Context: an optimization exercise on an open-source flow, tuned for small area. The choices shown serve that exercise and are no tape-out recipe. In this exercise RTL edits were held to simulation tests only and were not proved equivalent to the original. The flow treats the clock pin as an ideal source. Dropping or thinning the clock tree relies on that and would not hold on a real chip. Power is estimated from default activity; no workload was simulated.

==> inputs of job 4801 <==
==> flow/design.v <==
module DemoSequentialBreathing #(
  parameter IN_CLK_HZ = 400000,
  parameter DEPTH = 6
) (
  input  nreset,
  input  clk,
  output osc_en,
  output led_0,
  output led0_oe,
  output led_1,
  output led1_oe,
  output led_2,
  output led2_oe,
  output led_3,
  output led3_oe,
  output led_4,
  output led4_oe,
  output led_5,
  output led5_oe,
  output led_6,
  output led6_oe,
  output led_7,
  output led7_oe
);
  assign osc_en  = 1'b1;
  assign led0_oe = 1'b1;
  assign led1_oe = 1'b1;
  assign led2_oe = 1'b1;
  assign led3_oe = 1'b1;
  assign led4_oe = 1'b1;
  assign led5_oe = 1'b1;
  assign led6_oe = 1'b1;
  assign led7_oe = 1'b1;
  localparam [17:0] R = 262144 - (IN_CLK_HZ / 2 + 1);
  reg [2:0]  ph;
  localparam [21:0] INV = 22'h001f80;
  reg [21:0] xs;
  wire [21:0] x = xs ^ INV;
  wire blink = ph[2];
  wire [1:0] q = ph[1:0];
  wire n0 = q == 2'b00;
  wire n1 = q == 2'b01;
  wire n2 = q == 2'b11;
  wire n3 = q == 2'b10;
  wire [22:0] cy;
  assign cy[0] = 1'b1;
  genvar g;
  generate
    for (g = 0; g < 22; g = g + 1) begin : chain
      assign cy[g+1] = cy[g] & x[g];
    end
  endgenerate
  wire [21:0] inc = x ^ cy[21:0];
  wire w7  = cy[7];     
  wire w18 = cy[18];    
  wire t_next  = !blink && x[21];                
  wire t_blink = t_next && n3;            
  wire p_wrap  = !blink && w7;                   
  wire h_wrap  = blink && w18;                   
  wire c_wrap  = blink && w18 && x[21] && x[18];  
  wire r_end   = c_wrap && n3;            
  wire load_r  = h_wrap || t_blink;
  reg [21:0] force1;
  always @(*) begin
    force1 = 22'd0;
    force1[0]  = !n0;
    force1[1]  = blink && (n2 || n3);
    force1[2]  = blink && n3;
    force1[4]  = !blink && n3;
    force1[5]  = !blink && (n2 || n3);
    force1[6]  = !blink && (n2 || n3);
    force1[13] = !blink && (n0 || n1);
  end
  reg [21:0] clr;
  always @(*) begin
    clr = 22'd0;
    clr[6:0] = {7{t_next}};
    clr[13]  = t_next;
    clr[21]  = t_next || c_wrap;
    clr[18]  = c_wrap;
    clr[19]  = c_wrap;
    clr[20]  = c_wrap;
    clr[0]   = t_next || r_end;
  end
  reg [21:0] set1;
  always @(*) begin
    set1 = 22'd0;
    set1[17:0] = {18{load_r}} & R;
    set1[0]  = load_r && !r_end;                        
    set1[1]  = h_wrap || p_wrap;                        
    set1[2]  = load_r || (p_wrap && n2) || (t_next && n1);
  end
  always @(posedge clk) begin
    if (!nreset) begin
      ph <= 3'd0;
      xs <= INV;
    end else begin
      xs <= (((inc | force1) & ~clr) | set1) ^ INV;
      if (t_next || c_wrap) ph <= {ph[2] | t_blink, q[0], ~q[1]};
    end
  end
  reg lt;
  integer j;
  always @(*) begin
    lt = 1'b0;
    for (j = 0; j < 6; j = j + 1)
      lt = (~x[7+j] & x[14+j]) | (~x[7+j] & lt) | (x[14+j] & lt);
  end
  wire pwm_on = x[20] ^ lt;
  assign led_0 = !blink && n0 && pwm_on;
  assign led_1 = !blink && n1 && pwm_on;
  assign led_2 = !blink && n2 && pwm_on;
  assign led_3 = !blink && n3 && pwm_on;
  wire r = x[18];
  assign led_4 = blink && (r || !n0);
  assign led_5 = blink && (n2 || n3 || (n1 && r));
  assign led_6 = blink && (n3 || (n2 && r));
  assign led_7 = blink && n3 && r;
endmodule
==> flow/flow/run.sh <==
#!/bin/bash
# Layout flow: the standard flow (standard.sh), with these changes:
#  - synthesis maps the logic with an area-oriented ABC script (flow/area.abc)
#    in place of ORFS's; everything else in synthesis is the standard flow's own script;
#  - the port buffers are sky130_fd_sc_hd__buf_1;
#  - the clock tree is one clkbuf_16 driving all flip-flops (flow/post_cts.tcl),
#    with no dummy load cells;
#  - the constant outputs share one tie cell (SKIP_REPAIR_TIE_FANOUT);
set -euo pipefail
W=$PWD
{
  echo 'proc abc {args} {'
  echo '  set i [lsearch -exact $args -script]'
  echo "  if {\$i >= 0} { lset args [expr {\$i + 1}] $W/flow/area.abc }"
  echo '  yosys abc {*}$args'
  echo '}'
  cat "$W/synth_recipe.tcl"
} > "$W/area_synth.tcl"
bash "$W/standard.sh" SYNTH_SCRIPT="$W/area_synth.tcl" \
  "BUFFER_PORTS_ARGS=-buffer_cell sky130_fd_sc_hd__buf_1" \
  "CTS_ARGS=-sink_clustering_enable -repair_clock_nets -buf_list sky130_fd_sc_hd__clkbuf_8 -dont_use_dummy_load" \
  POST_CTS_TCL="$W/flow/post_cts.tcl" \
  SKIP_REPAIR_TIE_FANOUT=1 \
  REMOVE_ABC_BUFFERS=1 \
  finish > "$W/flow.log" 2>&1
==> flow/flow/area.abc <==
strash
dc2
dc2
strash
&get -n
&dch -f
&nf -R 1000
&put
topo
strash
dc2
&get -n
&dch -f
&nf -R 1000
&put
topo
==> flow/flow/post_cts.tcl <==
# Runs at the end of ORFS's CTS step (POST_CTS_TCL). The design has only 25
# flip-flops, so one clock buffer can drive them all: move the loads of the
# clock tree's second-level buffers onto the root buffer's net, remove those
# buffers, and size the root buffer to drive all the flip-flops.
set block [ord::get_db_block]
set port_net [[$block findBTerm clk] getNet]
set root ""
foreach it [$port_net getITerms] {
  if {[string match "sky130_fd_sc_hd__clkbuf_*" [[[$it getInst] getMaster] getName]]} {
    set root [$it getInst]
  }
}
if {$root eq ""} { error "post_cts: no root clock buffer" }
set root_net [[$root findITerm X] getNet]
foreach it [$root_net getITerms] {
  set inst [$it getInst]
  if {$inst == $root} continue
  if {![string match "sky130_fd_sc_hd__clkbuf_*" [[$inst getMaster] getName]]} continue
  set leaf_net [[$inst findITerm X] getNet]
  foreach lt [$leaf_net getITerms] {
    if {[$lt getInst] == $inst} continue
    $lt disconnect
    $lt connect $root_net
  }
  puts "post_cts: removing [$inst getName]"
  odb::dbInst_destroy $inst
  odb::dbNet_destroy $leaf_net
}
replace_cell [$root getName] sky130_fd_sc_hd__clkbuf_16
detailed_placement
check_placement -verbose
estimate_parasitics -placement
report_clock_skew
report_worst_slack -min
report_worst_slack -max
==> flow/standard.sh <==
#!/bin/bash
# synth_recipe.tcl (not shown) runs the flow's synth.tcl, then flattens the netlist and writes it again
# the make line also repeats each setting of config.mk as NAME=value (left out here)
make -C /OpenROAD-flow-scripts/flow DESIGN_CONFIG=/design/flow/config.mk WORK_HOME=/design/flow/orfs CLKGATE_MAP_FILE= SYNTH_SCRIPT=/design/flow/synth_recipe.tcl "${@:-finish}"
==> flow/config.mk <==
export PLATFORM = sky130hd
export DESIGN_NAME = DemoSequentialBreathing
export DESIGN_NICKNAME = DemoSequentialBreathing
export VERILOG_FILES = /design/flow/design.v
export SDC_FILE = /design/flow/constraint.sdc
export NUM_CORES = 4
export LEC_CHECK = 0
export CAP_MARGIN = 20
export CORE_MARGIN = 2
export CORE_UTILIZATION = 40
export CTS_BUF_LIST = sky130_fd_sc_hd__clkbuf_8
export GPL_TIMING_DRIVEN = 0
export SLEW_MARGIN = 20
==> flow/constraint.sdc <==
create_clock -name core_clock -period 5.0 [get_ports {clk}]
set_input_delay 1.0000 -clock core_clock [delete_from_list [all_inputs] [get_ports {clk}]]
set_output_delay 1.0000 -clock core_clock [all_outputs]
set_load 0.01 [all_outputs]
==> inputs of job 5759, as changes to job 4801 <==
==> flow/design.v, changed modules only <==
module DemoSequentialBreathing #(
  parameter IN_CLK_HZ = 400000,
  parameter DEPTH = 6
) (
  input  nreset,
  input  clk,
  output osc_en,
  output led_0,
  output led0_oe,
  output led_1,
  output led1_oe,
  output led_2,
  output led2_oe,
  output led_3,
  output led3_oe,
  output led_4,
  output led4_oe,
  output led_5,
  output led5_oe,
  output led_6,
  output led6_oe,
  output led_7,
  output led7_oe
);
  assign osc_en  = 1'b1;
  assign led0_oe = 1'b1;
  assign led1_oe = 1'b1;
  assign led2_oe = 1'b1;
  assign led3_oe = 1'b1;
  assign led4_oe = 1'b1;
  assign led5_oe = 1'b1;
  assign led6_oe = 1'b1;
  assign led7_oe = 1'b1;
  localparam [17:0] R = 262144 - (IN_CLK_HZ / 2 + 1);
  reg [2:0]  ph;
  reg [21:0] x;
  wire blink = ph[2];
  wire [1:0] q = ph[1:0];
  wire n0 = q == 2'b00;
  wire n1 = q == 2'b01;
  wire n2 = q == 2'b11;
  wire n3 = q == 2'b10;
  wire [22:0] cy;
  assign cy[0] = 1'b1;
  genvar g;
  generate
    for (g = 0; g < 22; g = g + 1) begin : chain
      assign cy[g+1] = cy[g] & x[g];
    end
  endgenerate
  wire [21:0] inc = x ^ cy[21:0];
  wire w7  = cy[7];     
  wire w18 = cy[18];    
  wire w22 = cy[22];    
  wire t_next  = !blink && x[21];                
  wire t_blink = t_next && n3;            
  wire p_wrap  = !blink && w7;                   
  wire h_wrap  = blink && w18;                   
  wire c_wrap  = blink && w22;                   
  wire r_end   = c_wrap && n3;            
  wire load_r  = h_wrap || t_blink;
  reg [21:0] force1;
  always @(*) begin
    force1 = 22'd0;
    force1[0]  = !n0;
    force1[1]  = blink && (n2 || n3);
    force1[2]  = blink && n3;
    force1[4]  = !blink && n3;
    force1[5]  = !blink && (n2 || n3);
    force1[6]  = !blink && (n2 || n3);
    force1[13] = !blink && (n0 || n1);
  end
  reg [21:0] clr;
  always @(*) begin
    clr = 22'd0;
    clr[6:0] = {7{t_next}};
    clr[13]  = t_next;
    clr[21]  = t_next;
    clr[0]   = t_next || r_end;
  end
  reg [21:0] set1;
  always @(*) begin
    set1 = 22'd0;
    set1[17:0] = {18{load_r}} & R;
    set1[0]  = load_r && !r_end;                        
    set1[1]  = h_wrap || p_wrap;                        
    set1[2]  = load_r || (p_wrap && n2) || (t_next && n1);
    set1[19] = c_wrap || t_blink;
    set1[20] = c_wrap || t_blink;
  end
  always @(posedge clk) begin
    if (!nreset) begin
      ph <= 3'd0;
      x <= 22'd0;
    end else begin
      x <= ((inc | force1) & ~clr) | set1;
      if (t_next || c_wrap) ph <= {ph[2] | t_blink, q[0], ~q[1]};
    end
  end
  reg lt;
  integer j;
  always @(*) begin
    lt = 1'b0;
    for (j = 0; j < 6; j = j + 1)
      lt = (~x[7+j] & x[14+j]) | (~x[7+j] & lt) | (x[14+j] & lt);
  end
  wire pwm_on = x[20] ^ lt;
  assign led_0 = !blink && n0 && pwm_on;
  assign led_1 = !blink && n1 && pwm_on;
  assign led_2 = !blink && n2 && pwm_on;
  assign led_3 = !blink && n3 && pwm_on;
  wire r = x[18];
  assign led_4 = blink && (r || !n0);
  assign led_5 = blink && (n2 || n3 || (n1 && r));
  assign led_6 = blink && (n3 || (n2 && r));
  assign led_7 = blink && n3 && r;
endmodule
--- a/flow/flow/run.sh
+++ b/flow/flow/run.sh
@@ -5,6 +5,7 @@
 #  - the port buffers are sky130_fd_sc_hd__buf_1;
 #  - the clock tree is one clkbuf_16 driving all flip-flops (flow/post_cts.tcl),
-#    with no dummy load cells;
-#  - the constant outputs share one tie cell (SKIP_REPAIR_TIE_FANOUT);
+#    with no dummy load cells.
+# Each tool's output goes to a log file in the work folder (ORFS's own
+# per-step logs are under orfs/logs).
 set -euo pipefail
 W=$PWD
@@ -21,5 +22,3 @@
   "CTS_ARGS=-sink_clustering_enable -repair_clock_nets -buf_list sky130_fd_sc_hd__clkbuf_8 -dont_use_dummy_load" \
   POST_CTS_TCL="$W/flow/post_cts.tcl" \
-  SKIP_REPAIR_TIE_FANOUT=1 \
-  REMOVE_ABC_BUFFERS=1 \
   finish > "$W/flow.log" 2>&1
==> flow/flow/area.abc (replaced) <==
strash
&get -n
&dch -f
&nf -p -a
&put
topo
CORE_UTILIZATION = 70   (was 40)
GPL_TIMING_DRIVEN = not set   (was 0)
PLACE_DENSITY = 0.8   (was not set)
==> qor summary <==
quantity                                                                      job 5759  job 4801
Status                                                no timing/DRC/antenna violations  no timing/DRC/antenna violations
TAP cells                                                                           25        33
Worst-case hold path end point                                                   ph[0]     xs[0]
Horiz. Die Dim                                                                 46.8 µm   59.7 µm
Worst reg2reg startpoint                                                          x[0]     xs[0]
Proportion of power drawn by flip-flops and latches                              67.0%     67.7%
Number of design-rule violations left by the first detailed-router iteration        67        61
Placed cell area                                                              1310 µm²  1250 µm²
Total non-filler cell area in the finished layout                             1350 µm²  1270 µm²
Int Power                                                                       242 µW    241 µW
Worst Max-Slew Pin Slew                                                       0.500 ns  0.725 ns
Wire length per cell                                                           14.3 µm   12.3 µm
FMAX                                                                           210 MHz   227 MHz
Post-layout minimum cycle time                                                 4.76 ns   4.40 ns

## separate check: timing with driven ports
In the flow no input, the clock included, has a driving cell. The finished layouts below were timed again as built, in two steps.
Step 1: set_driving_cell puts a clkbuf_16 on clk and a buf_2 on each other input, an assumption about the parent block.
Step 2 moves the port delays by t, midway between the first and last clock arrival at a register: inputs arrive t later, outputs are due t later. That takes back most of the time a late clock gives input paths.
a / b / c = ideal ports / drivers / drivers and shift; a / b = the first two.
run	t (ns)	setup slack, ns	worst setup path at the end	pins driven straight from the clock port
job 4801	0.181	0.597 / 0.597 / 0.597	register to register	1
job 5759	0.185	0.243 / 0.243 / 0.243	register to register	1
After both steps every run listed still meets setup and hold.
